This design comes from an exercise in tuning for small area, a short achievable clock period and few clock cycles per item on the open sky130 flow, not from production work. Power and IR drop assume default switching activity.

== run a ==
==> flow/design.v <==
module div_step #(
    parameter R = 8,
    parameter L = 8,
    parameter M1 = 0
) (
    input  [R+L-1:0] rq,       
    input  [R-1:0]   dv,       
    output [R+L-1:0] rq_next
);
    wire [R:0]   t    = rq[R+L-1:L-1];        
    wire [R+1:0] diff = {1'b0, t} + {2'b11, ~dv} + (M1 ? 1'b0 : 1'b1);    
    wire         ge   = ~diff[R+1];
    wire [R-1:0] rem  = ge ? diff[R-1:0] : t[R-1:0];
    assign rq_next = {rem, rq[L-2:0], ge};
endmodule
module rgb2hsv_clk (
    input pclk,
    input rst,  
    input enable,  
    input[23:0] RGB24,
    output[24:0] HSV25,
    output reg hsv_done
);
localparam LAST = 4'd10;
reg [23:0] rgb_q;
reg [3:0]  cnt;
reg [7:0]  vmax;      
reg [7:0]  dm1;       
reg [15:0] srq;       
reg [13:0] hrq;       
reg [1:0]  sel;       
reg        neg;       
always @(posedge pclk) begin
    rgb_q <= RGB24;
    if (rst) begin
        cnt <= 4'd0;
        hsv_done <= 1'b0;
    end else begin
        if (enable)
            cnt <= 4'd1;
        else if (cnt == LAST)
            cnt <= 4'd0;
        else if (cnt != 4'd0)
            cnt <= cnt + 4'd1;
        hsv_done <= cnt == LAST;
    end
end
wire [7:0] r = rgb_q[23:16];
wire [7:0] g = rgb_q[15:8];
wire [7:0] b = rgb_q[7:0];
wire r_ge_g = r >= g;
wire r_ge_b = r >= b;
wire g_ge_b = g >= b;
wire rmax = r_ge_g & r_ge_b;
wire gmax = ~rmax & g_ge_b;
wire [7:0] mx  = rmax ? r : (gmax ? g : b);
wire [7:0] mid = rmax ? (g_ge_b ? g : b) : gmax ? (r_ge_b ? r : b) : (r_ge_g ? r : g);
wire [7:0] mn  = rmax ? (g_ge_b ? b : g) : gmax ? (r_ge_b ? b : r) : (r_ge_g ? g : r);
wire [1:0] f_sel = rmax ? 2'd0 : (gmax ? 2'd1 : 2'd2);
wire f_neg = rmax ? ~g_ge_b : gmax ? r_ge_b & (r != b) : ~r_ge_g;
wire [7:0] f_dm1 = vmax + ~srq[15:8];
wire [7:0] f_x   = srq[7:0] - srq[15:8];
wire [15:0] s_next;
div_step #(.R(8), .L(8)) u_s (.rq(srq), .dv(vmax), .rq_next(s_next));
wire [13:0] h_next;
div_step #(.R(8), .L(6), .M1(1)) u_h (.rq(hrq), .dv(dm1), .rq_next(h_next));
wire [13:0] h60 = {hrq[7:0], 6'd0} - {4'd0, hrq[7:0], 2'd0};
wire [5:0]  hq = hrq[5:0];
wire [8:0]  base = sel == 2'd0 ? (neg ? 9'd360 : 9'd0) :
                   sel == 2'd1 ? 9'd120 : 9'd240;
wire [8:0]  hue = neg ? base - {3'd0, hq} : base + {3'd0, hq};
always @(posedge pclk) begin
    if (cnt == 4'd1) begin
        vmax <= mx;
        sel  <= f_sel;
        neg  <= f_neg;
        srq  <= {mn, mid};
    end else if (cnt == 4'd2) begin
        dm1  <= f_dm1;
        srq  <= {f_dm1, ~f_dm1};
    end else begin
        srq <= s_next;
    end
    if (cnt == 4'd2)
        hrq <= {6'd0, f_x};
    else if (cnt == 4'd3)
        hrq <= h60;
    else if (cnt == LAST)
        hrq <= {5'd0, hue};
    else
        hrq <= h_next;
end
wire nz = ~&dm1;
assign HSV25 = {hrq[8:0], srq[7:0] & {8{nz}}, vmax};
endmodule
make LEC_CHECK=0 CAP_MARGIN=20 CORE_MARGIN=2 CORE_UTILIZATION=40 SETUP_SLACK_MARGIN=4.5 SLEW_MARGIN=20 finish   # period 8.0 ns
run.sh (not shown) runs the stock make flow with config.mk's settings and CLKGATE_MAP_FILE= SYNTH_SCRIPT=/design/flow/synth_recipe.tcl, a recipe that flattens the netlist after the stock synthesis.
Run a completed; timing, DRC and antenna clean
diff inputs: run a => run b
==> flow/design.v <==
module div_step #(
    parameter R = 8,
    parameter L = 8,
    parameter M1 = 0
) (
    input  [R+L-1:0] rq,       
    input  [R-1:0]   dv,       
    output [R+L-1:0] rq_next
);
    wire [R:0]   t    = rq[R+L-1:L-1];        
    wire [R+1:0] diff = {1'b0, t} + {2'b11, ~dv} + (M1 ? 1'b0 : 1'b1);    
    wire         ge   = ~diff[R+1];
    wire [R-1:0] rem  = ge ? diff[R-1:0] : t[R-1:0];
    assign rq_next = {rem, rq[L-2:0], ge};
endmodule
module rgb2hsv_clk (
    input pclk,
    input rst,  
    input enable,  
    input[23:0] RGB24,
    output[24:0] HSV25,
    output reg hsv_done
);
localparam LAST = 3'd5;
reg [23:0] rgb_q;
reg [2:0]  cnt;
reg [7:0]  vmax;      
reg [7:0]  dm1;       
reg [15:0] srq;       
reg [13:0] hrq;       
reg [1:0]  sel;       
reg        neg;       
always @(posedge pclk) begin
    rgb_q <= RGB24;
    if (rst) begin
        cnt <= 3'd0;
        hsv_done <= 1'b0;
    end else begin
        if (enable)
            cnt <= 3'd1;
        else if (cnt == LAST)
            cnt <= 3'd0;
        else if (cnt != 3'd0)
            cnt <= cnt + 3'd1;
        hsv_done <= cnt == LAST;
    end
end
wire [7:0] r = rgb_q[23:16];
wire [7:0] g = rgb_q[15:8];
wire [7:0] b = rgb_q[7:0];
wire r_ge_g = r >= g;
wire r_ge_b = r >= b;
wire g_ge_b = g >= b;
wire rmax = r_ge_g & r_ge_b;
wire gmax = ~rmax & g_ge_b;
wire [7:0] mx  = rmax ? r : (gmax ? g : b);
wire [7:0] mid = rmax ? (g_ge_b ? g : b) : gmax ? (r_ge_b ? r : b) : (r_ge_g ? r : g);
wire [7:0] mn  = rmax ? (g_ge_b ? b : g) : gmax ? (r_ge_b ? b : r) : (r_ge_g ? g : r);
wire [7:0] f_dm1 = mx + ~mn;
wire [7:0] f_x   = mid - mn;
wire [1:0] f_sel = rmax ? 2'd0 : (gmax ? 2'd1 : 2'd2);
wire f_neg = rmax ? ~g_ge_b : gmax ? r_ge_b & (r != b) : ~r_ge_g;
wire [15:0] s_mid, s_next;
div_step #(.R(8), .L(8)) u_s0 (.rq(srq),   .dv(vmax), .rq_next(s_mid));
div_step #(.R(8), .L(8)) u_s1 (.rq(s_mid), .dv(vmax), .rq_next(s_next));
wire [13:0] h_mid, h_next;
div_step #(.R(8), .L(6), .M1(1)) u_h0 (.rq(hrq),   .dv(dm1), .rq_next(h_mid));
div_step #(.R(8), .L(6), .M1(1)) u_h1 (.rq(h_mid), .dv(dm1), .rq_next(h_next));
wire [13:0] h60 = {hrq[7:0], 6'd0} - {4'd0, hrq[7:0], 2'd0};
always @(posedge pclk) begin
    if (cnt == 3'd1) begin
        vmax <= mx;
        dm1  <= f_dm1;
        sel  <= f_sel;
        neg  <= f_neg;
        srq  <= {f_dm1, ~f_dm1};
        hrq  <= {6'd0, f_x};
    end else begin
        srq <= s_next;
        if (cnt == 3'd2)
            hrq <= h60;
        else
            hrq <= h_next;
    end
end
wire [5:0] hq = hrq[5:0];
wire [8:0] base = sel == 2'd0 ? (neg ? 9'd360 : 9'd0) :
                  sel == 2'd1 ? 9'd120 : 9'd240;
wire [8:0] hue = neg ? base - {3'd0, hq} : base + {3'd0, hq};
wire nz = ~&dm1;
assign HSV25 = {hue, srq[7:0] & {8{nz}}, vmax};
endmodule
==> comparison <==
- NOTE: first-pass GRT wire length in run b exceeds that of run a
- Comparing final period utilization for run a and run b, the smaller number came from run a.
- | layout clock buffer count | higher: run b |
- Looking at most common library cell in the layout ignoring fill and taps, the sky130_fd_sc_hd__buf_4 result is from run b; the sky130_fd_sc_hd__nor2_1 one comes from run a.
- Run b gives more power dissipated in the clock network than run a did.
- Compared with run a, maximum frequency in run b decreased by more than 10%.
- Per the comparison of run b with run a, arrival time at the worst endpoint rose 1.01 ns; flip-flop and latch count fell about 1.3%; global-route usage rose 4.7 points; number of non-clock buffers in the layout rose 164.
- Row worst setup slack after layout: run b lower / run a higher
- Summed instance area of the synthesized netlist ends up higher on run b.
- Mux share of post-synthesis cell area: run b vs run a, no meaningful difference
- Compared with run a, in run b flip-flop and latch share of the layout cell area went down, switching share of total power went up.
Function was not checked in any run of this note: the RTL went through the layout flow alone.

Setup of old:
rgb2hsv_clk, a different RTL version from the one above (not shown whole).
Size in the first run: ~57 flip-flops, roughly 53 I/O pins.
==> module rgb2hsv_clk, before the edit <==
module rgb2hsv_clk (
    input pclk,
    input rst,  
    input enable,  
    input[23:0] RGB24,
    output[24:0] HSV25,
    output reg hsv_done
);
localparam LAST = 4'd10;
reg [3:0]  cnt;       
reg        c1, c2;    
reg [7:0]  vmax;      
reg [7:0]  dm1;       
reg [15:0] srq;       
reg [13:0] hrq;       
reg [1:0]  sel;       
reg        neg;       
reg        nz;        
always @(posedge pclk) begin
    c1 <= enable;
    c2 <= c1;
    if (rst) begin
        cnt <= 4'd0;
        hsv_done <= 1'b0;
    end else begin
        if (enable)
            cnt <= 4'd1;
        else if (cnt == LAST)
            cnt <= 4'd0;
        else if (cnt != 4'd0)
            cnt <= cnt + 4'd1;
        hsv_done <= cnt == LAST;
    end
end
wire [7:0] r = srq[15:8];
wire [7:0] g = srq[7:0];
wire [7:0] b = hrq[7:0];
wire r_ge_g = r >= g;
wire r_ge_b = r >= b;
wire g_ge_b = g >= b;
wire rmax = r_ge_g & r_ge_b;
wire gmax = ~rmax & g_ge_b;
wire [7:0] mx  = rmax ? r : (gmax ? g : b);
wire [7:0] mid = rmax ? (g_ge_b ? g : b) : gmax ? (r_ge_b ? r : b) : (r_ge_g ? r : g);
wire [7:0] mn  = rmax ? (g_ge_b ? b : g) : gmax ? (r_ge_b ? b : r) : (r_ge_g ? g : r);
wire [1:0] f_sel = rmax ? 2'd0 : (gmax ? 2'd1 : 2'd2);
wire f_neg = rmax ? ~g_ge_b : gmax ? r_ge_b & (r != b) : ~r_ge_g;
wire [7:0] f_dm1 = vmax + ~srq[15:8];
wire [7:0] f_x   = srq[7:0] - srq[15:8];
wire [15:0] s_next;
div_step #(.R(8), .L(8)) u_s (.rq(srq), .dv(vmax), .qen(nz), .qinv(1'b0), .rq_next(s_next));
wire [13:0] h_next;
div_step #(.R(8), .L(6), .M1(1)) u_h (.rq(hrq), .dv(dm1), .qen(1'b1), .qinv(neg), .rq_next(h_next));
wire [13:0] h60 = {hrq[7:0], 6'd0} - {4'd0, hrq[7:0], 2'd0};
wire [5:0]  hq = hrq[5:0];
wire [8:0]  base = sel == 2'd0 ? (neg ? 9'd297 : 9'd0) :
                   sel == 2'd1 ? (neg ? 9'd57 : 9'd120) :
                                 (neg ? 9'd177 : 9'd240);
wire [8:0]  hue = base + {3'd0, hq};
always @(posedge pclk) begin
    if (enable) begin
        srq  <= RGB24[23:8];
    end else if (c1) begin
        vmax <= mx;
        sel  <= f_sel;
        neg  <= f_neg;
        srq  <= {mn, mid};
    end else if (c2) begin
        dm1  <= f_dm1;
        nz   <= ~&f_dm1;
        srq  <= {f_dm1, ~f_dm1};
    end else begin
        srq <= s_next;
    end
    if (enable)
        hrq <= {6'd0, RGB24[7:0]};
    else if (c2)
        hrq <= {6'd0, f_x};
    else if (cnt == 4'd3)
        hrq <= h60;
    else if (cnt == LAST)
        hrq <= {5'd0, hue};
    else
        hrq <= h_next;
end
assign HSV25 = {hrq[8:0], srq[7:0], vmax};
endmodule
clock: 8.0 ns
lec_check: 0
cap_margin: 20
core_margin: 2
core_utilization: 40
slew_margin: 20
standard.sh (not shown) runs the stock make flow with config.mk's settings and CLKGATE_MAP_FILE= SYNTH_SCRIPT=/design/flow/synth_recipe.tcl, a recipe that flattens the netlist after the stock synthesis.
==> flow/flow/run.sh <==
#!/bin/bash
# Layout flow: the standard ORFS flow, with the ORFS variables listed in
# flow/make_args.txt (one VAR=value per line) added to its make command line,
# e.g. a tighter SETUP_SLACK_MARGIN for the timing repair.  If flow/abc.script
# exists, synthesis uses it as ABC's mapping script; everything else, and
# every later step, is the standard flow.  Each step's full output goes to a
# log file in this folder; ORFS's own logs stay under orfs/logs.
set -euo pipefail
ARGS=()
while IFS= read -r line; do
  [[ -z "$line" || "$line" == \#* ]] && continue
  ARGS+=("$line")
done < flow/make_args.txt
if [[ -f flow/abc.script ]]; then
  mkdir -p scripts_abc
  for f in "$FLOW_HOME"/scripts/*; do ln -sf "$f" scripts_abc/; done
  rm -f scripts_abc/abc_speed.script
  cp flow/abc.script scripts_abc/abc_speed.script
  bash standard.sh SCRIPTS_DIR="$PWD/scripts_abc" "${ARGS[@]}" synth > synth.log 2>&1
fi
bash standard.sh "${ARGS[@]}" finish > finish.log 2>&1
==> flow/flow/abc.script <==
&get -n
&st
&syn2
&dch -f
&nf -R 1000
&put
==> flow/flow/make_args.txt <==
SETUP_SLACK_MARGIN=5.0
ADDER_MAP_FILE=
BUFFER_PORTS_ARGS=-buffer_cell sky130_fd_sc_hd__buf_1
CTS_BUF_LIST=sky130_fd_sc_hd__clkbuf_4 sky130_fd_sc_hd__clkbuf_8
For new, these inputs were changed with respect to old:
==> flow/design.v, changed modules only <==
module rgb2hsv_clk (
    input pclk,
    input rst,  
    input enable,  
    input[23:0] RGB24,
    output[24:0] HSV25,
    output reg hsv_done
);
localparam LAST = 4'd9;
reg [3:0]  cnt;       
reg        c1;        
reg        r_ge_g, r_ge_b, g_ge_b;    
reg [7:0]  vmax;      
reg [7:0]  dm1;       
reg [15:0] srq;       
reg [13:0] hrq;       
reg [1:0]  sel;       
reg        neg;       
always @(posedge pclk) begin
    c1 <= enable;
    r_ge_g <= RGB24[23:16] >= RGB24[15:8];
    r_ge_b <= RGB24[23:16] >= RGB24[7:0];
    g_ge_b <= RGB24[15:8] >= RGB24[7:0];
    if (rst) begin
        cnt <= 4'd0;
        hsv_done <= 1'b0;
    end else begin
        if (enable)
            cnt <= 4'd1;
        else if (cnt == LAST)
            cnt <= 4'd0;
        else if (cnt != 4'd0)
            cnt <= cnt + 4'd1;
        hsv_done <= cnt == LAST;
    end
end
wire [7:0] r = srq[15:8];
wire [7:0] g = srq[7:0];
wire [7:0] b = hrq[7:0];
wire rmax = r_ge_g & r_ge_b;
wire gmax = ~rmax & g_ge_b;
wire [7:0] mx  = rmax ? r : (gmax ? g : b);
wire [7:0] mid = rmax ? (g_ge_b ? g : b) : gmax ? (r_ge_b ? r : b) : (r_ge_g ? r : g);
wire [7:0] mn  = rmax ? (g_ge_b ? b : g) : gmax ? (r_ge_b ? b : r) : (r_ge_g ? g : r);
wire [1:0] f_sel = rmax ? 2'd0 : (gmax ? 2'd1 : 2'd2);
wire f_neg = rmax ? ~g_ge_b : gmax ? r_ge_b & (r != b) : ~r_ge_g;
wire [7:0] f_dm1 = mx + ~mn;
wire [7:0] f_x   = mid - mn;
wire nz = ~&dm1;
wire [15:0] s_next;
div_step #(.R(8), .L(8)) u_s (.rq(srq), .dv(vmax), .qen(nz), .qinv(1'b0), .rq_next(s_next));
wire [13:0] h_next;
div_step #(.R(8), .L(6), .M1(1)) u_h (.rq(hrq), .dv(dm1), .qen(1'b1), .qinv(neg), .rq_next(h_next));
wire [13:0] h60 = {hrq[7:0], 6'd0} - {4'd0, hrq[7:0], 2'd0};
wire [5:0]  hq = hrq[5:0];
wire [8:0]  base = sel == 2'd0 ? (neg ? 9'd297 : 9'd0) :
                   sel == 2'd1 ? (neg ? 9'd57 : 9'd120) :
                                 (neg ? 9'd177 : 9'd240);
wire [8:0]  hue = base + {3'd0, hq};
always @(posedge pclk) begin
    if (enable) begin
        srq  <= RGB24[23:8];
    end else if (c1) begin
        vmax <= mx;
        sel  <= f_sel;
        neg  <= f_neg;
        dm1  <= f_dm1;
        srq  <= {f_dm1, ~f_dm1};
    end else begin
        srq <= s_next;
    end
    if (enable)
        hrq <= {6'd0, RGB24[7:0]};
    else if (c1)
        hrq <= {6'd0, f_x};
    else if (cnt == 4'd2)
        hrq <= h60;
    else if (cnt == LAST)
        hrq <= {5'd0, hue};
    else
        hrq <= h_next;
end
assign HSV25 = {hrq[8:0], srq[7:0], vmax};
endmodule
==> comparison <==
- Core utilization ended up 2.5 points lower on new than on old.
- Diff old -> new: clock-pin slew of the registers on the worst-case setup and hold paths has remained practically unchanged; total wire length after detailed routing has increased; global routing usage summed across all routing layers has increased; sequential cell count has increased.
- The flow did not stop early for new: all stages ran, and the layout cleared the timing, DRC and antenna checks.
No functional check of the RTL was part of any run of this note.

-- re-timing with driven ports --
The results above use ideal ports. As a check the final layouts listed here were re-extracted and re-timed, cells and wires unchanged.
Step 1 assumes that a clkbuf_16 drives the clock port and a buf_2 every other input.
Step 2 adds t to the input delays and takes it off the output delays; t is the mean of the earliest and latest rising clock arrival at the registers after step 1. Input paths then give back, and output paths get back, about the clock's delay inside the block.
Slacks: ideal / step 1 / step 2; pairs: ideal / step 1.
run	t (ns)	setup WS [ns]	latest minus earliest clock arrival (ns)	slew at the worst register clock pin (ns)	cell pins on the clock port's net
run a	0.377	4.700 / 4.657 / 4.806	0.006 / 0.006	0.06 / 0.06	1
run b	0.383	3.691 / 3.651 / 3.866	0.007 / 0.007	0.07 / 0.07	1
old	0.389	4.830 / 4.830 / 4.708	0.015 / 0.015	0.08 / 0.08	1
new	0.405	5.011 / 5.011 / 4.666	0.015 / 0.015	0.08 / 0.08	1
After both steps every run listed still meets setup and hold. The setup slack of new, which loses most, moves by 0.000 ns with the drivers and by -0.345 ns with both steps.
